This is an optimization exercise on Yosys and OpenROAD, whose aim is small area, not a production implementation. RTL that was checked went through simulation tests only; none was proved equivalent to the original. The RTL of run 2 was laid out without a check of its function.

==> flow/design.v (outline; a module is shown in full before it is edited, if it fits) <==
// module ai_accel: 1851 lines
// module wsel: 11 lines
// module aoi222: 5 lines
// module aoi22: 5 lines
// module nd2: 5 lines
// module nd3: 5 lines
// module nd4: 5 lines
// module xo2: 5 lines
// module fa: 6 lines
// module ha: 6 lines
// module hai: 6 lines
// module ham: 6 lines
module ai_accel
(
	rst_n,
	clk,
	addr,
	wr_en,
	accel_select,
	data_in,
	ctr,
	data_out
);
  // ...
==> flow/flow/run.sh <==
#!/bin/bash
# Standard layout (standard.sh), except: the synthesis buffers are removed at
# floorplan, ports get buf_2 buffers, and CTS inserts no dummy loads.
set -e
cat >> config.mk <<'EOF'
export REMOVE_ABC_BUFFERS = 1
export BUFFER_PORTS_ARGS = -buffer_cell sky130_fd_sc_hd__buf_2
export CTS_ARGS = -sink_clustering_enable -repair_clock_nets -dont_use_dummy_load -sink_clustering_size 25 -sink_clustering_max_diameter 100 -buf_list sky130_fd_sc_hd__clkbuf_16
EOF
bash standard.sh > standard.log 2>&1
==> flow/standard.sh <==
#!/bin/bash
# synth_recipe.tcl (not shown) runs the flow's synth.tcl, then flattens the netlist and writes it again
# the make line also repeats each setting of config.mk as NAME=value (left out here)
make -C /OpenROAD-flow-scripts/flow DESIGN_CONFIG=/design/flow/config.mk WORK_HOME=/design/flow/orfs CLKGATE_MAP_FILE= SYNTH_SCRIPT=/design/flow/synth_recipe.tcl "${@:-finish}"
==> flow/config.mk <==
export PLATFORM = sky130hd
export DESIGN_NAME = ai_accel
export DESIGN_NICKNAME = ai_accel
export VERILOG_FILES = /design/flow/design.v
export SDC_FILE = /design/flow/constraint.sdc
export NUM_CORES = 4
export LEC_CHECK = 0
export CAP_MARGIN = 5
export CORE_MARGIN = 2
export CORE_UTILIZATION = 60
export CTS_BUF_LIST = sky130_fd_sc_hd__clkbuf_16
export CTS_CLUSTER_DIAMETER = 100
export CTS_CLUSTER_SIZE = 25
export GPL_TIMING_DRIVEN = 0
export PLACE_DENSITY = 0.7
export SETUP_SLACK_MARGIN = 0
export SLEW_MARGIN = 5
export SYNTH_HIERARCHICAL = 1
export SYNTH_MINIMUM_KEEP_SIZE = 0
export REMOVE_ABC_BUFFERS = 1
export BUFFER_PORTS_ARGS = -buffer_cell sky130_fd_sc_hd__buf_2
export CTS_ARGS = -sink_clustering_enable -repair_clock_nets -dont_use_dummy_load -sink_clustering_size 25 -sink_clustering_max_diameter 100 -buf_list sky130_fd_sc_hd__clkbuf_16
==> flow/constraint.sdc <==
create_clock -name core_clock -period 32.0 [get_ports {clk}]
set_input_delay 6.4000 -clock core_clock [delete_from_list [all_inputs] [get_ports {clk}]]
set_output_delay 6.4000 -clock core_clock [all_outputs]
set_load 0.01 [all_outputs]
==> run_results.csv, run 1 <==
group,metric,value,unit
clock_network,root_buffer,"clkbuf_16",
cells_and_area,fill_cells,3001,
yosys,synth_simple_gate_area_frac,0.1387,
global_routing,grt_pass1_wl,127600,um
global_routing,gr-usage-met1,0.6276,
worst_hold_path,hold_path.startpoint,"go_seen",
yosys,syn_area_per_cell,12.04,sq um
place,hpwl,68090,um
cells_and_area,multi_input_gates,1530,
yosys,synth_top_cell_area_share,0.3675,
clock_network,post_cts_resized,0,
sta,period_needed,22.63,ns
routing,vias,18195,
die,core_area,0.03838,sq mm
run_status,status,"complete, no violations",
global_routing,first_global_vias,18646,
cells_and_area,final_cell_mix,"nand2_1 (554), fa_1 (426), edfxtp_1 (256), a22oi_1 (146), a222oi_1 (81)",
cells_and_area,clockBufferCount,14,
sta,worst_hold_slack,0.4720,ns
critical_path,cpMostUsedCell,"fa_1",
critical_path,critPathTopFamily,"adder cells",
routing,met3_length,14970,um
die,fp.dieH,200.7,um
place,place_congestion,1.058,
yosys,synth.most_common_cell,"nand2_1",
critical_path,cp_max_fo,8,
yosys,synthTopCellsByArea,"fa_1 (37%), edfxtp_1 (33%), nand2_1 (9.0%), a22oi_1 (4.7%), a222oi_1 (3.5%)",
critical_path,crit_cells,38,
clock_network,clk_pin_slew,0.10,ns
cells_and_area,nNonClkInverters,79,
global_routing,antenna_found_initial,0,
cells_and_area,seq-cell-share,0.3214,
cells_and_area,final_common_cell,"nand2_1",
critical_path,reg2reg_from,"st[1]",
cells_and_area,clock_area_frac,0.01414,
sta,slew_viol_final,0,
worst_hold_path,hold_depth,1,
==> module wsel, before the edit <==
module wsel(go, st, vA0, vA1, vA2, vB0, vB1, vB2, vB3, s0, s1, s2);
	input go;
	input [1:0] st;
	input vA0, vA1, vA2, vB0, vB1, vB2, vB3;
	output [3:0] s0, s1, s2;
	wire x = ~go & (st != 2'd0);
	wire y = ~go & ~(st == 2'd1);
	assign s0 = {x & y & vB1, x & ~y & vB1, ~x & y & vB0, ~x & ~y & vB0} & {4{vA0}};
	assign s1 = {x & y & vB2, x & ~y & vB2, ~x & y & vB1, ~x & ~y & vB1} & {4{vA1}};
	assign s2 = {x & y & vB3, x & ~y & vB3, ~x & y & vB2, ~x & ~y & vB2} & {4{vA2}};
endmodule
==> run 2: changes to the inputs <==
--- a/flow/design.v
+++ b/flow/design.v
@@ -19,31 +19,30 @@
 	output [31:0] data_out;
 	wire [31:0] data_out;
 	output [15:0] ctr;
 	reg go_bit;
 	reg [1:0] st;           
 	reg [31:0] data_A0, data_A1, data_A2;
 	reg [31:0] data_B0, data_B1, data_B2, data_B3;
 	reg vA0, vA1, vA2, vB0, vB1, vB2, vB3;
-	reg [7:0] res1, res2, res3, res4;
+	reg [7:0] res1, res2, res3;
 	reg go_seen;            
 	wire [3:0] fld = addr[5:2];
 	wire wr = wr_en & accel_select;
 	wire go_bit_in = wr & (fld == 4'b1000);
 	wire done_bit = st[1] & st[0];
 	wire [1:0] counter = {st[1], st[0] & ~st[1]};
 	assign ctr = {14'b0, counter};
-	wire wA0 = wr & (fld == 4'b1010);
-	wire wA1 = wr & (fld == 4'b1011);
-	wire wA2 = wr & (fld == 4'b1100);
-	wire wB0 = wr & (fld == 4'b1101);
-	wire wB1 = wr & (fld == 4'b1110);
-	wire wB2 = wr & (fld == 4'b1111);
-	wire wB3 = wr & (fld == 4'b0000);
+	wire [6:0] we0, we1, we2, we3;
+	wdec wd0(wr, fld, we0);
+	wdec wd1(wr, fld, we1);
+	wdec wd2(wr, fld, we2);
+	wdec wd3(wr, fld, we3);
+	wire wA0 = we0[0], wA1 = we0[1], wA2 = we0[2], wB0 = we0[3], wB1 = we0[4], wB2 = we0[5], wB3 = we0[6];
 	always @(posedge clk or negedge rst_n)
 		if (~rst_n) begin
 			go_bit <= 1'b0;
 			go_seen <= 1'b0;
 			st <= 2'd0;
 			vA0 <= 1'b0;
 			vA1 <= 1'b0;
 			vA2 <= 1'b0;
@@ -59,29 +58,50 @@
 			if (wA1) vA1 <= 1'b1;
 			if (wA2) vA2 <= 1'b1;
 			if (wB0) vB0 <= 1'b1;
 			if (wB1) vB1 <= 1'b1;
 			if (wB2) vB2 <= 1'b1;
 			if (wB3) vB3 <= 1'b1;
 		end
 	always @(posedge clk) begin
-		if (wA0) data_A0 <= data_in;
-		if (wA1) data_A1 <= data_in;
-		if (wA2) data_A2 <= data_in;
-		if (wB0) data_B0 <= data_in;
-		if (wB1) data_B1 <= data_in;
-		if (wB2) data_B2 <= data_in;
-		if (wB3) data_B3 <= data_in;
+		if (we0[0]) data_A0[7:0] <= data_in[7:0];
+		if (we1[0]) data_A0[15:8] <= data_in[15:8];
+		if (we2[0]) data_A0[23:16] <= data_in[23:16];
+		if (we3[0]) data_A0[31:24] <= data_in[31:24];
+		if (we0[1]) data_A1[7:0] <= data_in[7:0];
+		if (we1[1]) data_A1[15:8] <= data_in[15:8];
+		if (we2[1]) data_A1[23:16] <= data_in[23:16];
+		if (we3[1]) data_A1[31:24] <= data_in[31:24];
+		if (we0[2]) data_A2[7:0] <= data_in[7:0];
+		if (we1[2]) data_A2[15:8] <= data_in[15:8];
+		if (we2[2]) data_A2[23:16] <= data_in[23:16];
+		if (we3[2]) data_A2[31:24] <= data_in[31:24];
+		if (we0[3]) data_B0[7:0] <= data_in[7:0];
+		if (we1[3]) data_B0[15:8] <= data_in[15:8];
+		if (we2[3]) data_B0[23:16] <= data_in[23:16];
+		if (we3[3]) data_B0[31:24] <= data_in[31:24];
+		if (we0[4]) data_B1[7:0] <= data_in[7:0];
+		if (we1[4]) data_B1[15:8] <= data_in[15:8];
+		if (we2[4]) data_B1[23:16] <= data_in[23:16];
+		if (we3[4]) data_B1[31:24] <= data_in[31:24];
+		if (we0[5]) data_B2[7:0] <= data_in[7:0];
+		if (we1[5]) data_B2[15:8] <= data_in[15:8];
+		if (we2[5]) data_B2[23:16] <= data_in[23:16];
+		if (we3[5]) data_B2[31:24] <= data_in[31:24];
+		if (we0[6]) data_B3[7:0] <= data_in[7:0];
+		if (we1[6]) data_B3[15:8] <= data_in[15:8];
+		if (we2[6]) data_B3[23:16] <= data_in[23:16];
+		if (we3[6]) data_B3[31:24] <= data_in[31:24];
 	end
 	wire [23:0] a0 = data_A0[23:0];
 	wire [23:0] a1 = data_A1[23:0];
 	wire [23:0] a2 = data_A2[23:0];
 	wire [3:0] s0, s1, s2;
-	wsel ws(go_bit_in, st, vA0, vA1, vA2, vB0, vB1, vB2, vB3, s0, s1, s2);
+	wsel ws(st, vA0, vA1, vA2, vB0, vB1, vB2, vB3, s0, s1, s2);
 	wire [23:0] b0 = ({24{s0[0]}} & data_B0[31:8]) | ({24{s0[1]}} & data_B0[23:0]) |
 	                 ({24{s0[2]}} & data_B1[31:8]) | ({24{s0[3]}} & data_B1[23:0]);
 	wire [23:0] b1 = ({24{s1[0]}} & data_B1[31:8]) | ({24{s1[1]}} & data_B1[23:0]) |
 	                 ({24{s1[2]}} & data_B2[31:8]) | ({24{s1[3]}} & data_B2[23:0]);
 	wire [23:0] b2 = ({24{s2[0]}} & data_B2[31:8]) | ({24{s2[1]}} & data_B2[23:0]) |
 	                 ({24{s2[2]}} & data_B3[31:8]) | ({24{s2[3]}} & data_B3[23:0]);
 	wire [7:0] r;
 	wire p1 = ~(a0[0] & b0[0]);
@@ -934,76 +954,69 @@
 	wire r589 = ovf586 | s359;
 	wire r590 = ovf586 | ~s387;
 	wire r591 = ovf586 | s423;
 	wire r592 = ovf586 | s468;
 	wire r593 = ovf586 | s522;
 	wire r594 = ovf586 | s585;
 	assign r = {r594, r593, r592, r591, r590, r589, r588, r587};
 	always @(posedge clk) begin
-		if (go_bit_in) res1 <= r;
-		if (st == 2'd0) res2 <= r;
-		if (st == 2'd1) res3 <= r;
-		if (st == 2'd2) res4 <= r;
+		if (st == 2'd0) res1 <= r;
+		if (st == 2'd1) res2 <= r;
+		if (st == 2'd2) res3 <= r;
 	end
-	wire sA0 = vA0 & (fld == 4'b1010);
-	wire sA1 = vA1 & (fld == 4'b1011);
-	wire sA2 = vA2 & (fld == 4'b1100);
-	wire sB0 = vB0 & (fld == 4'b1101);
-	wire sB1 = vB1 & (fld == 4'b1110);
-	wire sB2 = vB2 & (fld == 4'b1111);
-	wire sB3 = vB3 & (fld == 4'b0000);
-	wire sC = go_seen & (fld == 4'b0001);
-	wire sC2 = go_seen & (fld == 4'b0010);
-	wire s8 = (fld == 4'b1000);
-	wire s9 = (fld == 4'b1001);
+	wire [10:0] rs0, rs1, rs2, rs3;
+	rdec rd0(fld, {go_seen, vB3, vB2, vB1, vB0, vA2, vA1, vA0}, rs0);
+	rdec rd1(fld, {go_seen, vB3, vB2, vB1, vB0, vA2, vA1, vA0}, rs1);
+	rdec rd2(fld, {go_seen, vB3, vB2, vB1, vB0, vA2, vA1, vA0}, rs2);
+	rdec rd3(fld, {go_seen, vB3, vB2, vB1, vB0, vA2, vA1, vA0}, rs3);
 	wire s595, c595;
 	fa u595 (res1[0], res2[0], res3[0], s595, c595);
 	wire s596, c596;
-	ha u596 (res4[0], s595, s596, c596);
+	ha u596 (s595, r[0], s596, c596);
 	wire s597, c597;
 	fa u597 (res1[1], res2[1], res3[1], s597, c597);
 	wire s598, c598;
-	fa u598 (res4[1], c595, s597, s598, c598);
+	fa u598 (c595, s597, r[1], s598, c598);
 	wire s599, c599;
 	ha u599 (c596, s598, s599, c599);
 	wire s600, c600;
 	fa u600 (res1[2], res2[2], res3[2], s600, c600);
 	wire s601, c601;
-	fa u601 (res4[2], c597, s600, s601, c601);
+	fa u601 (c597, s600, r[2], s601, c601);
 	wire s602, c602;
 	fa u602 (c598, s601, c599, s602, c602);
 	wire s603, c603;
 	fa u603 (res1[3], res2[3], res3[3], s603, c603);
 	wire s604, c604;
-	fa u604 (res4[3], c600, s603, s604, c604);
+	fa u604 (c600, s603, r[3], s604, c604);
 	wire s605, c605;
 	fa u605 (c601, s604, c602, s605, c605);
 	wire s606, c606;
 	fa u606 (res1[4], res2[4], res3[4], s606, c606);
 	wire s607, c607;
-	fa u607 (res4[4], c603, s606, s607, c607);
+	fa u607 (c603, s606, r[4], s607, c607);
 	wire s608, c608;
 	fa u608 (c604, s607, c605, s608, c608);
 	wire s609, c609;
 	fa u609 (res1[5], res2[5], res3[5], s609, c609);
 	wire s610, c610;
-	fa u610 (res4[5], c606, s609, s610, c610);
+	fa u610 (c606, s609, r[5], s610, c610);
 	wire s611, c611;
 	fa u611 (c607, s610, c608, s611, c611);
 	wire s612, c612;
 	fa u612 (res1[6], res2[6], res3[6], s612, c612);
 	wire s613, c613;
-	fa u613 (res4[6], c609, s612, s613, c613);
+	fa u613 (c609, s612, r[6], s613, c613);
 	wire s614, c614;
 	fa u614 (c610, s613, c611, s614, c614);
 	wire s615, c615;
 	fa u615 (res1[7], res2[7], res3[7], s615, c615);
 	wire s616, c616;
-	fa u616 (res4[7], c612, s615, s616, c616);
+	fa u616 (c612, s615, r[7], s616, c616);
 	wire s617, c617;
 	fa u617 (c613, s616, c614, s617, c617);
 	wire s618, c618;
 	fa u618 (c615, c616, c617, s618, c618);
 	wire d619 = ~(res1[0] ^ ~s602);
 	wire b620 = res1[0] | ~s602;
 	wire i621 = ~s605;
 	wire s622, c622;
@@ -1214,39 +1227,39 @@
 	wire p785 = ~(x756 & x762);
 	wire p786 = ~(x756 & x764);
 	wire p787 = ~(x758 & x760);
 	wire p788 = ~(x758 & x762);
 	wire p789 = ~(x758 & x764);
 	wire p790 = ~(x760 & x762);
 	wire p791 = ~(x760 & x764);
 	wire p792 = ~(x762 & x764);
-	wire d793 = ~(res4[0] ^ ~s602);
-	wire b794 = res4[0] | ~s602;
+	wire d793 = ~(r[0] ^ ~s602);
+	wire b794 = r[0] | ~s602;
 	wire i795 = ~s605;
 	wire s796, c796;
-	fa u796 (res4[1], i795, b794, s796, c796);
+	fa u796 (r[1], i795, b794, s796, c796);
 	wire i797 = ~s608;
 	wire s798, c798;
-	fa u798 (res4[2], i797, c796, s798, c798);
+	fa u798 (r[2], i797, c796, s798, c798);
 	wire i799 = ~s611;
 	wire s800, c800;
-	fa u800 (res4[3], i799, c798, s800, c800);
+	fa u800 (r[3], i799, c798, s800, c800);
 	wire i801 = ~s614;
 	wire s802, c802;
-	fa u802 (res4[4], i801, c800, s802, c802);
+	fa u802 (r[4], i801, c800, s802, c802);
 	wire i803 = ~s617;
 	wire s804, c804;
-	fa u804 (res4[5], i803, c802, s804, c804);
+	fa u804 (r[5], i803, c802, s804, c804);
 	wire i805 = ~s618;
 	wire s806, c806;
-	fa u806 (res4[6], i805, c804, s806, c806);
+	fa u806 (r[6], i805, c804, s806, c806);
 	wire i807 = ~c618;
 	wire s808, c808;
-	fa u808 (res4[7], i807, c806, s808, c808);
+	fa u808 (r[7], i807, c806, s808, c808);
 	wire u809 = ~c808 & d793;
 	wire x810;
 	xo2 u810 (s796, u809, x810);
 	wire u811 = u809 | (~c808 & s796);
 	wire x812;
 	xo2 u812 (s798, u811, x812);
 	wire u813 = u811 | (~c808 & s798);
 	wire x814;
@@ -1333,17 +1346,17 @@
 	wire s873, c873;
 	fa u873 (p831, p652, p710, s873, c873);
 	wire s874, c874;
 	fa u874 (p768, p826, c863, s874, c874);
 	wire i875 = ~c862;
 	wire s876, c876;
 	fa u876 (i875, c864, c866, s876, c876);
 	wire s877, c877;
-	fa u877 (s872, c868, s873, s877, c877);
+	fa u877 (s872, s873, c868, s877, c877);
 	wire s878, c878;
 	fa u878 (s874, c869, s876, s878, c878);
 	wire s879, c879;
 	fa u879 (s877, c870, s878, s879, c879);
 	wire s880, c880;
 	ham u880 (c871, s879, s880, c880);
 	wire s881, c881;
 	fa u881 (x640, x698, x756, s881, c881);
@@ -1414,23 +1427,23 @@
 	fa u916 (s909, p655, p713, s916, c916);
 	wire s917, c917;
 	fa u917 (p771, p829, c896, s917, c917);
 	wire s918, c918;
 	fa u918 (c897, s910, s912, s918, c918);
 	wire s919, c919;
 	fa u919 (c898, c899, s913, s919, c919);
 	wire s920, c920;
-	fa u920 (s915, c901, c902, s920, c920);
+	fa u920 (s915, c901, s916, s920, c920);
 	wire s921, c921;
-	fa u921 (s916, s917, s918, s921, c921);
+	fa u921 (s917, c902, s918, s921, c921);
 	wire s922, c922;
-	fa u922 (c903, s919, c904, s922, c922);
+	fa u922 (c903, s919, s920, s922, c922);
 	wire s923, c923;
-	fa u923 (s920, s921, c905, s923, c923);
+	fa u923 (c904, s921, c905, s923, c923);
 	wire s924, c924;
 	fa u924 (s922, c906, s923, s924, c924);
 	wire s925, c925;
 	ham u925 (c907, s924, s925, c925);
 	wire s926, c926;
 	fa u926 (p668, p726, p784, s926, c926);
 	wire s927, c927;
 	fa u927 (p842, p665, p723, s927, c927);
@@ -1441,23 +1454,23 @@
 	wire s930, c930;
 	fa u930 (p835, c910, c912, s930, c930);
 	wire i931 = ~c908;
 	wire s932, c932;
 	fa u932 (i931, s926, c913, s932, c932);
 	wire s933, c933;
 	fa u933 (c915, s927, s928, s933, c933);
 	wire s934, c934;
-	fa u934 (c916, c917, c918, s934, c934);
+	fa u934 (c916, c917, s929, s934, c934);
 	wire s935, c935;
-	fa u935 (s929, s930, c919, s935, c935);
+	fa u935 (c918, s930, c919, s935, c935);
 	wire s936, c936;
 	fa u936 (s932, s933, c920, s936, c936);
 	wire s937, c937;
-	fa u937 (c921, s934, s935, s937, c937);
+	fa u937 (s934, c921, s935, s937, c937);
 	wire s938, c938;
 	fa u938 (c922, s936, c923, s938, c938);
 	wire s939, c939;
 	fa u939 (s937, c924, s938, s939, c939);
 	wire s940, c940;
 	ham u940 (c925, s939, s940, c940);
 	wire s941, c941;
 	fa u941 (x644, x702, x760, s941, c941);
@@ -1573,295 +1586,311 @@
 	wire i1001 = ~c993;
 	wire s1002, c1002;
 	fa u1002 (c992, i1001, c995, s1002, c1002);
 	wire i1003 = ~s1002;
 	wire s1004, c1004;
 	fa u1004 (c996, i1003, c998, s1004, c1004);
 	wire s1005, c1005;
 	fa u1005 (s1004, c999, c1000, s1005, c1005);
-	wire sc1006 = sC & c634;
-	wire sc1007 = sC & c692;
-	wire sc1008 = sC & c750;
-	wire sc1009 = sC & c808;
+	wire sc1006 = rs3[7] & c634;
+	wire sc1007 = rs2[7] & c692;
+	wire sc1008 = rs1[7] & c750;
+	wire sc1009 = rs0[7] & c808;
 	wire o1010;
-	aoi222 u1010 (sA0, data_A0[0], sA1, data_A1[0], sA2, data_A2[0], o1010);
+	aoi222 u1010 (rs0[0], data_A0[0], rs0[1], data_A1[0], rs0[2], data_A2[0], o1010);
 	wire o1011;
-	aoi222 u1011 (sB0, data_B0[0], sB1, data_B1[0], sB2, data_B2[0], o1011);
+	aoi222 u1011 (rs0[3], data_B0[0], rs0[4], data_B1[0], rs0[5], data_B2[0], o1011);
 	wire o1012;
-	aoi222 u1012 (sB3, data_B3[0], sc1009, d793, sC2, s855, o1012);
+	aoi222 u1012 (rs0[6], data_B3[0], sc1009, d793, rs0[8], s855, o1012);
 	wire o1013;
-	aoi22 u1013 (s8, go_bit, s9, counter[0], o1013);
+	aoi22 u1013 (rs0[9], go_bit, rs0[10], counter[0], o1013);
 	nd4 u1014 (o1010, o1011, o1012, o1013, data_out[0]);
 	wire o1015;
-	aoi222 u1015 (sA0, data_A0[1], sA1, data_A1[1], sA2, data_A2[1], o1015);
+	aoi222 u1015 (rs0[0], data_A0[1], rs0[1], data_A1[1], rs0[2], data_A2[1], o1015);
 	wire o1016;
-	aoi222 u1016 (sB0, data_B0[1], sB1, data_B1[1], sB2, data_B2[1], o1016);
+	aoi222 u1016 (rs0[3], data_B0[1], rs0[4], data_B1[1], rs0[5], data_B2[1], o1016);
 	wire o1017;
-	aoi222 u1017 (sB3, data_B3[1], sc1009, s796, sC2, s861, o1017);
+	aoi222 u1017 (rs0[6], data_B3[1], sc1009, s796, rs0[8], s861, o1017);
 	wire o1018;
-	nd2 u1018 (s9, counter[1], o1018);
+	nd2 u1018 (rs0[10], counter[1], o1018);
 	nd4 u1019 (o1015, o1016, o1017, o1018, data_out[1]);
 	wire o1020;
-	aoi222 u1020 (sA0, data_A0[2], sA1, data_A1[2], sA2, data_A2[2], o1020);
+	aoi222 u1020 (rs0[0], data_A0[2], rs0[1], data_A1[2], rs0[2], data_A2[2], o1020);
 	wire o1021;
-	aoi222 u1021 (sB0, data_B0[2], sB1, data_B1[2], sB2, data_B2[2], o1021);
+	aoi222 u1021 (rs0[3], data_B0[2], rs0[4], data_B1[2], rs0[5], data_B2[2], o1021);
 	wire o1022;
-	aoi222 u1022 (sB3, data_B3[2], sc1009, s798, sC2, s871, o1022);
+	aoi222 u1022 (rs0[6], data_B3[2], sc1009, s798, rs0[8], s871, o1022);
 	nd3 u1023 (o1020, o1021, o1022, data_out[2]);
 	wire o1024;
-	aoi222 u1024 (sA0, data_A0[3], sA1, data_A1[3], sA2, data_A2[3], o1024);
+	aoi222 u1024 (rs0[0], data_A0[3], rs0[1], data_A1[3], rs0[2], data_A2[3], o1024);
 	wire o1025;
-	aoi222 u1025 (sB0, data_B0[3], sB1, data_B1[3], sB2, data_B2[3], o1025);
+	aoi222 u1025 (rs0[3], data_B0[3], rs0[4], data_B1[3], rs0[5], data_B2[3], o1025);
 	wire o1026;
-	aoi222 u1026 (sB3, data_B3[3], sc1009, s800, sC2, s880, o1026);
+	aoi222 u1026 (rs0[6], data_B3[3], sc1009, s800, rs0[8], s880, o1026);
 	nd3 u1027 (o1024, o1025, o1026, data_out[3]);
 	wire o1028;
-	aoi222 u1028 (sA0, data_A0[4], sA1, data_A1[4], sA2, data_A2[4], o1028);
+	aoi222 u1028 (rs0[0], data_A0[4], rs0[1], data_A1[4], rs0[2], data_A2[4], o1028);
 	wire o1029;
-	aoi222 u1029 (sB0, data_B0[4], sB1, data_B1[4], sB2, data_B2[4], o1029);
+	aoi222 u1029 (rs0[3], data_B0[4], rs0[4], data_B1[4], rs0[5], data_B2[4], o1029);
 	wire o1030;
-	aoi222 u1030 (sB3, data_B3[4], sc1009, s802, sC2, s894, o1030);
+	aoi222 u1030 (rs0[6], data_B3[4], sc1009, s802, rs0[8], s894, o1030);
 	nd3 u1031 (o1028, o1029, o1030, data_out[4]);
 	wire o1032;
-	aoi222 u1032 (sA0, data_A0[5], sA1, data_A1[5], sA2, data_A2[5], o1032);
+	aoi222 u1032 (rs0[0], data_A0[5], rs0[1], data_A1[5], rs0[2], data_A2[5], o1032);
 	wire o1033;
-	aoi222 u1033 (sB0, data_B0[5], sB1, data_B1[5], sB2, data_B2[5], o1033);
+	aoi222 u1033 (rs0[3], data_B0[5], rs0[4], data_B1[5], rs0[5], data_B2[5], o1033);
 	wire o1034;
-	aoi222 u1034 (sB3, data_B3[5], sc1009, s804, sC2, s907, o1034);
+	aoi222 u1034 (rs0[6], data_B3[5], sc1009, s804, rs0[8], s907, o1034);
 	nd3 u1035 (o1032, o1033, o1034, data_out[5]);
 	wire o1036;
-	aoi222 u1036 (sA0, data_A0[6], sA1, data_A1[6], sA2, data_A2[6], o1036);
+	aoi222 u1036 (rs0[0], data_A0[6], rs0[1], data_A1[6], rs0[2], data_A2[6], o1036);
 	wire o1037;
-	aoi222 u1037 (sB0, data_B0[6], sB1, data_B1[6], sB2, data_B2[6], o1037);
+	aoi222 u1037 (rs0[3], data_B0[6], rs0[4], data_B1[6], rs0[5], data_B2[6], o1037);
 	wire o1038;
-	aoi222 u1038 (sB3, data_B3[6], sc1009, s806, sC2, s925, o1038);
+	aoi222 u1038 (rs0[6], data_B3[6], sc1009, s806, rs0[8], s925, o1038);
 	nd3 u1039 (o1036, o1037, o1038, data_out[6]);
 	wire o1040;
-	aoi222 u1040 (sA0, data_A0[7], sA1, data_A1[7], sA2, data_A2[7], o1040);
+	aoi222 u1040 (rs0[0], data_A0[7], rs0[1], data_A1[7], rs0[2], data_A2[7], o1040);
 	wire o1041;
-	aoi222 u1041 (sB0, data_B0[7], sB1, data_B1[7], sB2, data_B2[7], o1041);
+	aoi222 u1041 (rs0[3], data_B0[7], rs0[4], data_B1[7], rs0[5], data_B2[7], o1041);
 	wire o1042;
-	aoi222 u1042 (sB3, data_B3[7], sc1009, s808, sC2, s940, o1042);
+	aoi222 u1042 (rs0[6], data_B3[7], sc1009, s808, rs0[8], s940, o1042);
 	nd3 u1043 (o1040, o1041, o1042, data_out[7]);
 	wire o1044;
-	aoi222 u1044 (sA0, data_A0[8], sA1, data_A1[8], sA2, data_A2[8], o1044);
+	aoi222 u1044 (rs1[0], data_A0[8], rs1[1], data_A1[8], rs1[2], data_A2[8], o1044);
 	wire o1045;
-	aoi222 u1045 (sB0, data_B0[8], sB1, data_B1[8], sB2, data_B2[8], o1045);
+	aoi222 u1045 (rs1[3], data_B0[8], rs1[4], data_B1[8], rs1[5], data_B2[8], o1045);
 	wire o1046;
-	aoi222 u1046 (sB3, data_B3[8], sc1008, d735, sC2, s957, o1046);
+	aoi222 u1046 (rs1[6], data_B3[8], sc1008, d735, rs1[8], s957, o1046);
 	nd3 u1047 (o1044, o1045, o1046, data_out[8]);
 	wire i1048 = ~s970;
 	wire o1049;
-	aoi222 u1049 (sA0, data_A0[9], sA1, data_A1[9], sA2, data_A2[9], o1049);
+	aoi222 u1049 (rs1[0], data_A0[9], rs1[1], data_A1[9], rs1[2], data_A2[9], o1049);
 	wire o1050;
-	aoi222 u1050 (sB0, data_B0[9], sB1, data_B1[9], sB2, data_B2[9], o1050);
+	aoi222 u1050 (rs1[3], data_B0[9], rs1[4], data_B1[9], rs1[5], data_B2[9], o1050);
 	wire o1051;
-	aoi222 u1051 (sB3, data_B3[9], sc1008, s738, sC2, i1048, o1051);
+	aoi222 u1051 (rs1[6], data_B3[9], sc1008, s738, rs1[8], i1048, o1051);
 	nd3 u1052 (o1049, o1050, o1051, data_out[9]);
 	wire i1053 = ~s983;
 	wire o1054;
-	aoi222 u1054 (sA0, data_A0[10], sA1, data_A1[10], sA2, data_A2[10], o1054);
+	aoi222 u1054 (rs1[0], data_A0[10], rs1[1], data_A1[10], rs1[2], data_A2[10], o1054);
 	wire o1055;
-	aoi222 u1055 (sB0, data_B0[10], sB1, data_B1[10], sB2, data_B2[10], o1055);
+	aoi222 u1055 (rs1[3], data_B0[10], rs1[4], data_B1[10], rs1[5], data_B2[10], o1055);
 	wire o1056;
-	aoi222 u1056 (sB3, data_B3[10], sc1008, s740, sC2, i1053, o1056);
+	aoi222 u1056 (rs1[6], data_B3[10], sc1008, s740, rs1[8], i1053, o1056);
 	nd3 u1057 (o1054, o1055, o1056, data_out[10]);
 	wire i1058 = ~s991;
 	wire o1059;
-	aoi222 u1059 (sA0, data_A0[11], sA1, data_A1[11], sA2, data_A2[11], o1059);
+	aoi222 u1059 (rs1[0], data_A0[11], rs1[1], data_A1[11], rs1[2], data_A2[11], o1059);
 	wire o1060;
-	aoi222 u1060 (sB0, data_B0[11], sB1, data_B1[11], sB2, data_B2[11], o1060);
+	aoi222 u1060 (rs1[3], data_B0[11], rs1[4], data_B1[11], rs1[5], data_B2[11], o1060);
 	wire o1061;
-	aoi222 u1061 (sB3, data_B3[11], sc1008, s742, sC2, i1058, o1061);
+	aoi222 u1061 (rs1[6], data_B3[11], sc1008, s742, rs1[8], i1058, o1061);
 	nd3 u1062 (o1059, o1060, o1061, data_out[11]);
 	wire i1063 = ~s1000;
 	wire o1064;
-	aoi222 u1064 (sA0, data_A0[12], sA1, data_A1[12], sA2, data_A2[12], o1064);
+	aoi222 u1064 (rs1[0], data_A0[12], rs1[1], data_A1[12], rs1[2], data_A2[12], o1064);
 	wire o1065;
-	aoi222 u1065 (sB0, data_B0[12], sB1, data_B1[12], sB2, data_B2[12], o1065);
+	aoi222 u1065 (rs1[3], data_B0[12], rs1[4], data_B1[12], rs1[5], data_B2[12], o1065);
 	wire o1066;
-	aoi222 u1066 (sB3, data_B3[12], sc1008, s744, sC2, i1063, o1066);
+	aoi222 u1066 (rs1[6], data_B3[12], sc1008, s744, rs1[8], i1063, o1066);
 	nd3 u1067 (o1064, o1065, o1066, data_out[12]);
 	wire i1068 = ~s1005;
 	wire o1069;
-	aoi222 u1069 (sA0, data_A0[13], sA1, data_A1[13], sA2, data_A2[13], o1069);
+	aoi222 u1069 (rs1[0], data_A0[13], rs1[1], data_A1[13], rs1[2], data_A2[13], o1069);
 	wire o1070;
-	aoi222 u1070 (sB0, data_B0[13], sB1, data_B1[13], sB2, data_B2[13], o1070);
+	aoi222 u1070 (rs1[3], data_B0[13], rs1[4], data_B1[13], rs1[5], data_B2[13], o1070);
 	wire o1071;
-	aoi222 u1071 (sB3, data_B3[13], sc1008, s746, sC2, i1068, o1071);
+	aoi222 u1071 (rs1[6], data_B3[13], sc1008, s746, rs1[8], i1068, o1071);
 	nd3 u1072 (o1069, o1070, o1071, data_out[13]);
 	wire o1073;
-	aoi222 u1073 (sA0, data_A0[14], sA1, data_A1[14], sA2, data_A2[14], o1073);
+	aoi222 u1073 (rs1[0], data_A0[14], rs1[1], data_A1[14], rs1[2], data_A2[14], o1073);
 	wire o1074;
-	aoi222 u1074 (sB0, data_B0[14], sB1, data_B1[14], sB2, data_B2[14], o1074);
+	aoi222 u1074 (rs1[3], data_B0[14], rs1[4], data_B1[14], rs1[5], data_B2[14], o1074);
 	wire o1075;
-	nd2 u1075 (sB3, data_B3[14], o1075);
+	nd2 u1075 (rs1[6], data_B3[14], o1075);
 	wire o1076;
 	nd2 u1076 (sc1008, s748, o1076);
 	nd4 u1077 (o1073, o1074, o1075, o1076, data_out[14]);
 	wire o1078;
-	aoi222 u1078 (sA0, data_A0[15], sA1, data_A1[15], sA2, data_A2[15], o1078);
+	aoi222 u1078 (rs1[0], data_A0[15], rs1[1], data_A1[15], rs1[2], data_A2[15], o1078);
 	wire o1079;
-	aoi222 u1079 (sB0, data_B0[15], sB1, data_B1[15], sB2, data_B2[15], o1079);
+	aoi222 u1079 (rs1[3], data_B0[15], rs1[4], data_B1[15], rs1[5], data_B2[15], o1079);
 	wire o1080;
-	nd2 u1080 (sB3, data_B3[15], o1080);
+	nd2 u1080 (rs1[6], data_B3[15], o1080);
 	wire o1081;
 	nd2 u1081 (sc1008, s750, o1081);
 	nd4 u1082 (o1078, o1079, o1080, o1081, data_out[15]);
 	wire o1083;
-	aoi222 u1083 (sA0, data_A0[16], sA1, data_A1[16], sA2, data_A2[16], o1083);
+	aoi222 u1083 (rs2[0], data_A0[16], rs2[1], data_A1[16], rs2[2], data_A2[16], o1083);
 	wire o1084;
-	aoi222 u1084 (sB0, data_B0[16], sB1, data_B1[16], sB2, data_B2[16], o1084);
+	aoi222 u1084 (rs2[3], data_B0[16], rs2[4], data_B1[16], rs2[5], data_B2[16], o1084);
 	wire o1085;
-	nd2 u1085 (sB3, data_B3[16], o1085);
+	nd2 u1085 (rs2[6], data_B3[16], o1085);
 	wire o1086;
 	nd2 u1086 (sc1007, d677, o1086);
 	nd4 u1087 (o1083, o1084, o1085, o1086, data_out[16]);
 	wire o1088;
-	aoi222 u1088 (sA0, data_A0[17], sA1, data_A1[17], sA2, data_A2[17], o1088);
+	aoi222 u1088 (rs2[0], data_A0[17], rs2[1], data_A1[17], rs2[2], data_A2[17], o1088);
 	wire o1089;
-	aoi222 u1089 (sB0, data_B0[17], sB1, data_B1[17], sB2, data_B2[17], o1089);
+	aoi222 u1089 (rs2[3], data_B0[17], rs2[4], data_B1[17], rs2[5], data_B2[17], o1089);
 	wire o1090;
-	nd2 u1090 (sB3, data_B3[17], o1090);
+	nd2 u1090 (rs2[6], data_B3[17], o1090);
 	wire o1091;
 	nd2 u1091 (sc1007, s680, o1091);
 	nd4 u1092 (o1088, o1089, o1090, o1091, data_out[17]);
 	wire o1093;
-	aoi222 u1093 (sA0, data_A0[18], sA1, data_A1[18], sA2, data_A2[18], o1093);
+	aoi222 u1093 (rs2[0], data_A0[18], rs2[1], data_A1[18], rs2[2], data_A2[18], o1093);
 	wire o1094;
-	aoi222 u1094 (sB0, data_B0[18], sB1, data_B1[18], sB2, data_B2[18], o1094);
+	aoi222 u1094 (rs2[3], data_B0[18], rs2[4], data_B1[18], rs2[5], data_B2[18], o1094);
 	wire o1095;
-	nd2 u1095 (sB3, data_B3[18], o1095);
+	nd2 u1095 (rs2[6], data_B3[18], o1095);
 	wire o1096;
 	nd2 u1096 (sc1007, s682, o1096);
 	nd4 u1097 (o1093, o1094, o1095, o1096, data_out[18]);
 	wire o1098;
-	aoi222 u1098 (sA0, data_A0[19], sA1, data_A1[19], sA2, data_A2[19], o1098);
+	aoi222 u1098 (rs2[0], data_A0[19], rs2[1], data_A1[19], rs2[2], data_A2[19], o1098);
 	wire o1099;
-	aoi222 u1099 (sB0, data_B0[19], sB1, data_B1[19], sB2, data_B2[19], o1099);
+	aoi222 u1099 (rs2[3], data_B0[19], rs2[4], data_B1[19], rs2[5], data_B2[19], o1099);
 	wire o1100;
-	nd2 u1100 (sB3, data_B3[19], o1100);
+	nd2 u1100 (rs2[6], data_B3[19], o1100);
 	wire o1101;
 	nd2 u1101 (sc1007, s684, o1101);
 	nd4 u1102 (o1098, o1099, o1100, o1101, data_out[19]);
 	wire o1103;
-	aoi222 u1103 (sA0, data_A0[20], sA1, data_A1[20], sA2, data_A2[20], o1103);
+	aoi222 u1103 (rs2[0], data_A0[20], rs2[1], data_A1[20], rs2[2], data_A2[20], o1103);
 	wire o1104;
-	aoi222 u1104 (sB0, data_B0[20], sB1, data_B1[20], sB2, data_B2[20], o1104);
+	aoi222 u1104 (rs2[3], data_B0[20], rs2[4], data_B1[20], rs2[5], data_B2[20], o1104);
 	wire o1105;
-	nd2 u1105 (sB3, data_B3[20], o1105);
+	nd2 u1105 (rs2[6], data_B3[20], o1105);
 	wire o1106;
 	nd2 u1106 (sc1007, s686, o1106);
 	nd4 u1107 (o1103, o1104, o1105, o1106, data_out[20]);
 	wire o1108;
-	aoi222 u1108 (sA0, data_A0[21], sA1, data_A1[21], sA2, data_A2[21], o1108);
+	aoi222 u1108 (rs2[0], data_A0[21], rs2[1], data_A1[21], rs2[2], data_A2[21], o1108);
 	wire o1109;
-	aoi222 u1109 (sB0, data_B0[21], sB1, data_B1[21], sB2, data_B2[21], o1109);
+	aoi222 u1109 (rs2[3], data_B0[21], rs2[4], data_B1[21], rs2[5], data_B2[21], o1109);
 	wire o1110;
-	nd2 u1110 (sB3, data_B3[21], o1110);
+	nd2 u1110 (rs2[6], data_B3[21], o1110);
 	wire o1111;
 	nd2 u1111 (sc1007, s688, o1111);
 	nd4 u1112 (o1108, o1109, o1110, o1111, data_out[21]);
 	wire o1113;
-	aoi222 u1113 (sA0, data_A0[22], sA1, data_A1[22], sA2, data_A2[22], o1113);
+	aoi222 u1113 (rs2[0], data_A0[22], rs2[1], data_A1[22], rs2[2], data_A2[22], o1113);
 	wire o1114;
-	aoi222 u1114 (sB0, data_B0[22], sB1, data_B1[22], sB2, data_B2[22], o1114);
+	aoi222 u1114 (rs2[3], data_B0[22], rs2[4], data_B1[22], rs2[5], data_B2[22], o1114);
 	wire o1115;
-	nd2 u1115 (sB3, data_B3[22], o1115);
+	nd2 u1115 (rs2[6], data_B3[22], o1115);
 	wire o1116;
 	nd2 u1116 (sc1007, s690, o1116);
 	nd4 u1117 (o1113, o1114, o1115, o1116, data_out[22]);
 	wire o1118;
-	aoi222 u1118 (sA0, data_A0[23], sA1, data_A1[23], sA2, data_A2[23], o1118);
+	aoi222 u1118 (rs2[0], data_A0[23], rs2[1], data_A1[23], rs2[2], data_A2[23], o1118);
 	wire o1119;
-	aoi222 u1119 (sB0, data_B0[23], sB1, data_B1[23], sB2, data_B2[23], o1119);
+	aoi222 u1119 (rs2[3], data_B0[23], rs2[4], data_B1[23], rs2[5], data_B2[23], o1119);
 	wire o1120;
-	nd2 u1120 (sB3, data_B3[23], o1120);
+	nd2 u1120 (rs2[6], data_B3[23], o1120);
 	wire o1121;
 	nd2 u1121 (sc1007, s692, o1121);
 	nd4 u1122 (o1118, o1119, o1120, o1121, data_out[23]);
 	wire o1123;
-	aoi222 u1123 (sA0, data_A0[24], sA1, data_A1[24], sA2, data_A2[24], o1123);
+	aoi222 u1123 (rs3[0], data_A0[24], rs3[1], data_A1[24], rs3[2], data_A2[24], o1123);
 	wire o1124;
-	aoi222 u1124 (sB0, data_B0[24], sB1, data_B1[24], sB2, data_B2[24], o1124);
+	aoi222 u1124 (rs3[3], data_B0[24], rs3[4], data_B1[24], rs3[5], data_B2[24], o1124);
 	wire o1125;
-	nd2 u1125 (sB3, data_B3[24], o1125);
+	nd2 u1125 (rs3[6], data_B3[24], o1125);
 	wire o1126;
 	nd2 u1126 (sc1006, d619, o1126);
 	nd4 u1127 (o1123, o1124, o1125, o1126, data_out[24]);
 	wire o1128;
-	aoi222 u1128 (sA0, data_A0[25], sA1, data_A1[25], sA2, data_A2[25], o1128);
+	aoi222 u1128 (rs3[0], data_A0[25], rs3[1], data_A1[25], rs3[2], data_A2[25], o1128);
 	wire o1129;
-	aoi222 u1129 (sB0, data_B0[25], sB1, data_B1[25], sB2, data_B2[25], o1129);
+	aoi222 u1129 (rs3[3], data_B0[25], rs3[4], data_B1[25], rs3[5], data_B2[25], o1129);
 	wire o1130;
-	nd2 u1130 (sB3, data_B3[25], o1130);
+	nd2 u1130 (rs3[6], data_B3[25], o1130);
 	wire o1131;
 	nd2 u1131 (sc1006, s622, o1131);
 	nd4 u1132 (o1128, o1129, o1130, o1131, data_out[25]);
 	wire o1133;
-	aoi222 u1133 (sA0, data_A0[26], sA1, data_A1[26], sA2, data_A2[26], o1133);
+	aoi222 u1133 (rs3[0], data_A0[26], rs3[1], data_A1[26], rs3[2], data_A2[26], o1133);
 	wire o1134;
-	aoi222 u1134 (sB0, data_B0[26], sB1, data_B1[26], sB2, data_B2[26], o1134);
+	aoi222 u1134 (rs3[3], data_B0[26], rs3[4], data_B1[26], rs3[5], data_B2[26], o1134);
 	wire o1135;
-	nd2 u1135 (sB3, data_B3[26], o1135);
+	nd2 u1135 (rs3[6], data_B3[26], o1135);
 	wire o1136;
 	nd2 u1136 (sc1006, s624, o1136);
 	nd4 u1137 (o1133, o1134, o1135, o1136, data_out[26]);
 	wire o1138;
-	aoi222 u1138 (sA0, data_A0[27], sA1, data_A1[27], sA2, data_A2[27], o1138);
+	aoi222 u1138 (rs3[0], data_A0[27], rs3[1], data_A1[27], rs3[2], data_A2[27], o1138);
 	wire o1139;
-	aoi222 u1139 (sB0, data_B0[27], sB1, data_B1[27], sB2, data_B2[27], o1139);
+	aoi222 u1139 (rs3[3], data_B0[27], rs3[4], data_B1[27], rs3[5], data_B2[27], o1139);
 	wire o1140;
-	nd2 u1140 (sB3, data_B3[27], o1140);
+	nd2 u1140 (rs3[6], data_B3[27], o1140);
 	wire o1141;
 	nd2 u1141 (sc1006, s626, o1141);
 	nd4 u1142 (o1138, o1139, o1140, o1141, data_out[27]);
 	wire o1143;
-	aoi222 u1143 (sA0, data_A0[28], sA1, data_A1[28], sA2, data_A2[28], o1143);
+	aoi222 u1143 (rs3[0], data_A0[28], rs3[1], data_A1[28], rs3[2], data_A2[28], o1143);
 	wire o1144;
-	aoi222 u1144 (sB0, data_B0[28], sB1, data_B1[28], sB2, data_B2[28], o1144);
+	aoi222 u1144 (rs3[3], data_B0[28], rs3[4], data_B1[28], rs3[5], data_B2[28], o1144);
 	wire o1145;
-	nd2 u1145 (sB3, data_B3[28], o1145);
+	nd2 u1145 (rs3[6], data_B3[28], o1145);
 	wire o1146;
 	nd2 u1146 (sc1006, s628, o1146);
 	nd4 u1147 (o1143, o1144, o1145, o1146, data_out[28]);
 	wire o1148;
-	aoi222 u1148 (sA0, data_A0[29], sA1, data_A1[29], sA2, data_A2[29], o1148);
+	aoi222 u1148 (rs3[0], data_A0[29], rs3[1], data_A1[29], rs3[2], data_A2[29], o1148);
 	wire o1149;
-	aoi222 u1149 (sB0, data_B0[29], sB1, data_B1[29], sB2, data_B2[29], o1149);
+	aoi222 u1149 (rs3[3], data_B0[29], rs3[4], data_B1[29], rs3[5], data_B2[29], o1149);
 	wire o1150;
-	nd2 u1150 (sB3, data_B3[29], o1150);
+	nd2 u1150 (rs3[6], data_B3[29], o1150);
 	wire o1151;
 	nd2 u1151 (sc1006, s630, o1151);
 	nd4 u1152 (o1148, o1149, o1150, o1151, data_out[29]);
 	wire o1153;
-	aoi222 u1153 (sA0, data_A0[30], sA1, data_A1[30], sA2, data_A2[30], o1153);
+	aoi222 u1153 (rs3[0], data_A0[30], rs3[1], data_A1[30], rs3[2], data_A2[30], o1153);
 	wire o1154;
-	aoi222 u1154 (sB0, data_B0[30], sB1, data_B1[30], sB2, data_B2[30], o1154);
+	aoi222 u1154 (rs3[3], data_B0[30], rs3[4], data_B1[30], rs3[5], data_B2[30], o1154);
 	wire o1155;
-	nd2 u1155 (sB3, data_B3[30], o1155);
+	nd2 u1155 (rs3[6], data_B3[30], o1155);
 	wire o1156;
 	nd2 u1156 (sc1006, s632, o1156);
 	nd4 u1157 (o1153, o1154, o1155, o1156, data_out[30]);
 	wire o1158;
-	aoi222 u1158 (sA0, data_A0[31], sA1, data_A1[31], sA2, data_A2[31], o1158);
+	aoi222 u1158 (rs3[0], data_A0[31], rs3[1], data_A1[31], rs3[2], data_A2[31], o1158);
 	wire o1159;
-	aoi222 u1159 (sB0, data_B0[31], sB1, data_B1[31], sB2, data_B2[31], o1159);
+	aoi222 u1159 (rs3[3], data_B0[31], rs3[4], data_B1[31], rs3[5], data_B2[31], o1159);
 	wire o1160;
-	aoi222 u1160 (sB3, data_B3[31], sc1006, s634, s8, done_bit, o1160);
+	aoi222 u1160 (rs3[6], data_B3[31], sc1006, s634, rs3[9], done_bit, o1160);
 	nd3 u1161 (o1158, o1159, o1160, data_out[31]);
 endmodule
-module wsel(go, st, vA0, vA1, vA2, vB0, vB1, vB2, vB3, s0, s1, s2);
-	input go;
+module wdec(wr, fld, we);
+	input wr;
+	input [3:0] fld;
+	output [6:0] we;
+	assign we = {wr & (fld == 4'b0000), wr & (fld == 4'b1111), wr & (fld == 4'b1110),
+	             wr & (fld == 4'b1101), wr & (fld == 4'b1100), wr & (fld == 4'b1011),
+	             wr & (fld == 4'b1010)};
+endmodule
+module rdec(fld, v, s);
+	input [3:0] fld;
+	input [7:0] v;       
+	output [10:0] s;
+	assign s = {fld == 4'b1001, fld == 4'b1000, v[7] & (fld == 4'b0010), v[7] & (fld == 4'b0001),
+	            v[6] & (fld == 4'b0000), v[5] & (fld == 4'b1111), v[4] & (fld == 4'b1110),
+	            v[3] & (fld == 4'b1101), v[2] & (fld == 4'b1100), v[1] & (fld == 4'b1011),
+	            v[0] & (fld == 4'b1010)};
+endmodule
+module wsel(st, vA0, vA1, vA2, vB0, vB1, vB2, vB3, s0, s1, s2);
 	input [1:0] st;
 	input vA0, vA1, vA2, vB0, vB1, vB2, vB3;
 	output [3:0] s0, s1, s2;
-	wire x = ~go & (st != 2'd0);
-	wire y = ~go & ~(st == 2'd1);
+	wire x = st[1];
+	wire y = st[0];
 	assign s0 = {x & y & vB1, x & ~y & vB1, ~x & y & vB0, ~x & ~y & vB0} & {4{vA0}};
 	assign s1 = {x & y & vB2, x & ~y & vB2, ~x & y & vB1, ~x & ~y & vB1} & {4{vA1}};
 	assign s2 = {x & y & vB3, x & ~y & vB3, ~x & y & vB2, ~x & ~y & vB2} & {4{vA2}};
 endmodule
 module aoi222(a1, b1, a2, b2, a3, b3, y);
 	input a1, b1, a2, b2, a3, b3;
 	output y;
 	assign y = ~((a1 & b1) | (a2 & b2) | (a3 & b3));
==> run_results.csv, run 2 <==
group,metric,value,unit
run_status,status,"complete, no violations",
die,dieWidth,202.2,um
clock_network,clk_pin_slew,0.10,ns
cells_and_area,fin_nets,2557,
routing,vias,19207,
sta,final-setup-viol-count,0,
clock_network,cts_hold_buf,0,
critical_path,reg2reg_from,"st[1]",
cells_and_area,area_delta_synth_final,5.586,%
cells_and_area,layout-drive-gt1-share,0.07908,
sta,relSlewSlack,0.1916,
critical_path,cpMostUsedCell,"fa_1",
yosys,syn_area,0.02356,sq mm
routing,ant_nets,0,
die,fp.dieH,202.2,um
critical_path,startpoint_type,"register",
critical_path,r2r_end,"res1[6]",
clock_network,cts_inserted_buffers,15,
sta,worst_pin_slew,1.208,ns
global_routing,antenna_found_initial,2,
sta,tns,0,ns
clock_network,htreeDepth,1,
critical_path,worstPathRequired,25.60,ns
critical_path,cp_max_fo,24,
critical_path,startpoint,"st[1]",
routing,drt_iter0_markers,3847,
sta,slew_viol_final,0,
global_routing,overflow,0,
critical_path,end_kind,"primary output",
global_routing,first_global_vias,19253,
cells_and_area,final_cell_mix,"nand2_1 (538), fa_1 (426), edfxtp_1 (248), a22oi_1 (147), a222oi_1 (80)",
yosys,syn_area_per_cell,11.83,sq um
clock_network,root_buffer,"clkbuf_16",
sta,period_share,0.9774,
routing,wire_per_inst,37.62,um
sta,fin_ws,0.7228,ns
place,hpwl,72690,um
die,core_area,0.03874,sq mm
sta,hold_viol_final,0,
place,place_congestion,1.093,
clock_network,clock_sinks,259,
clock_network,cts_tree,"built",
critical_path,crit_type,"register to primary output",
cells_and_area,final_common_cell,"nand2_1",
die,initial_core_util,0.6082,
routing,first_pass_iters,10,
sta,skew,0.1013,ns
critical_path,critPathMaxStageDelay,0.94,ns
critical_path,arrival,24.88,ns
clock_network,clk_latency,0.53,ns
flow_run,max_cap_viol_count,0,
worst_hold_path,hold_depth,1,
sta,period_needed,31.28,ns
critical_path,crit_end,"data_out[13]",
critical_path,cpMaxStageDelayCell,"a222oi_1",
yosys,ys_warn_count,7,
global_routing,track_usage,0.4811,
place,post-place-ws,1.000,ns
routing,wl,96150,um
clock_network,clockBufferDepth,3,
critical_path,rr_worst_depth,21,
yosys,syn-instance-count,1992,
sta,timing.fmax,0.03197,GHz
die,placement_rows,72,
die,die-area,0.04087,sq mm
routing,drt-vias-per-instance,7.514,
routing,drc,0,
global_routing,grt_max_degree,45,
critical_path,ff2ff_setup_slack,21.95,ns
place,io_buffers,73,
global_routing,grt_pass1_wl,136900,um
die,io_pins,116,
worst_hold_path,hold_class,"register to register",
run 2: worst max-delay path: cells and delay by family, from the launching register on:
family          cells  cell delay (ns)
fa+ha+maj          36            16.48
simple gates       12             4.39
compound gates      2             1.11
xor+xnor            1             0.90
flops               1             0.76
buf+inv             6             0.63
run 2: final cells by class:
type                       instances  area [sq um]
fill                            3001         13860
timing repair buffer              81         432.9
inverter                          79         296.5
antenna                            2         5.005
sequential                       259          7722
clock buffer                      15         375.4
multi-input combinational       1602         15400
tap                              518         648.1
run 2: timing repair:
action,in CTS,in global routing
buffers inserted,0,3
gates resized for setup,0,28
endpoints found under the setup margin,0,2
run 2: how the worst min path moves through the flow:
stage          startpoint      end  slack (ns)
2_1_floorplan     go_seen  go_seen        0.50
3_3_place_gp      go_seen  go_seen        0.58
3_5_place_dp      go_seen  go_seen        0.59
4_1_cts           go_seen  go_seen        0.62
5_1_grt           go_seen  go_seen        0.66
6_report          go_seen  go_seen        0.63
run 2: per-layer routing:
layer,GRT usage,part of all wire
met3,0.1941,0.17
met1,0.6317,0.34
met2,0.6846,0.42
met4,0.2675,0.075
met5,0.01905,0.0012
run 2: stage by stage:
step / std cells / hold WS (ns) / utilization / area (sq um)
floorplan: 1940 / 0.5021 / - / 23290
global placement: 2531 / 0.5833 / 0.6275 / 24310
detailed placement: 2535 / 0.5920 / 0.6291 / 24370
CTS: 2550 / 0.6168 / 0.6388 / 24740
global route: 2554 / 0.6615 / 0.6421 / 24870
finish: 2556 / 0.6276 / 0.6422 / 24880

==> separate check: timing with driven ports <==
The results above use ideal ports. As a check the final layouts listed here were re-extracted and re-timed, cells and wires unchanged. Step 1 assumes that a clkbuf_16 drives the clock port and a buf_2 every other input. Step 2 also shifts input and output timing later by t, the mid clock arrival at the registers, as if the neighbouring blocks saw the same clock. a / b / c = no drivers / after step 1 / after step 2; a / b = the first two.
run	t, ns	slack for setup (ns)	worst slew at a driven data input, ns
run 1	0.547	9.370 / 9.318 / 9.865	0.06
run 2	0.543	0.723 / 0.663 / 1.207	0.06
After both steps every run listed still meets setup and hold.
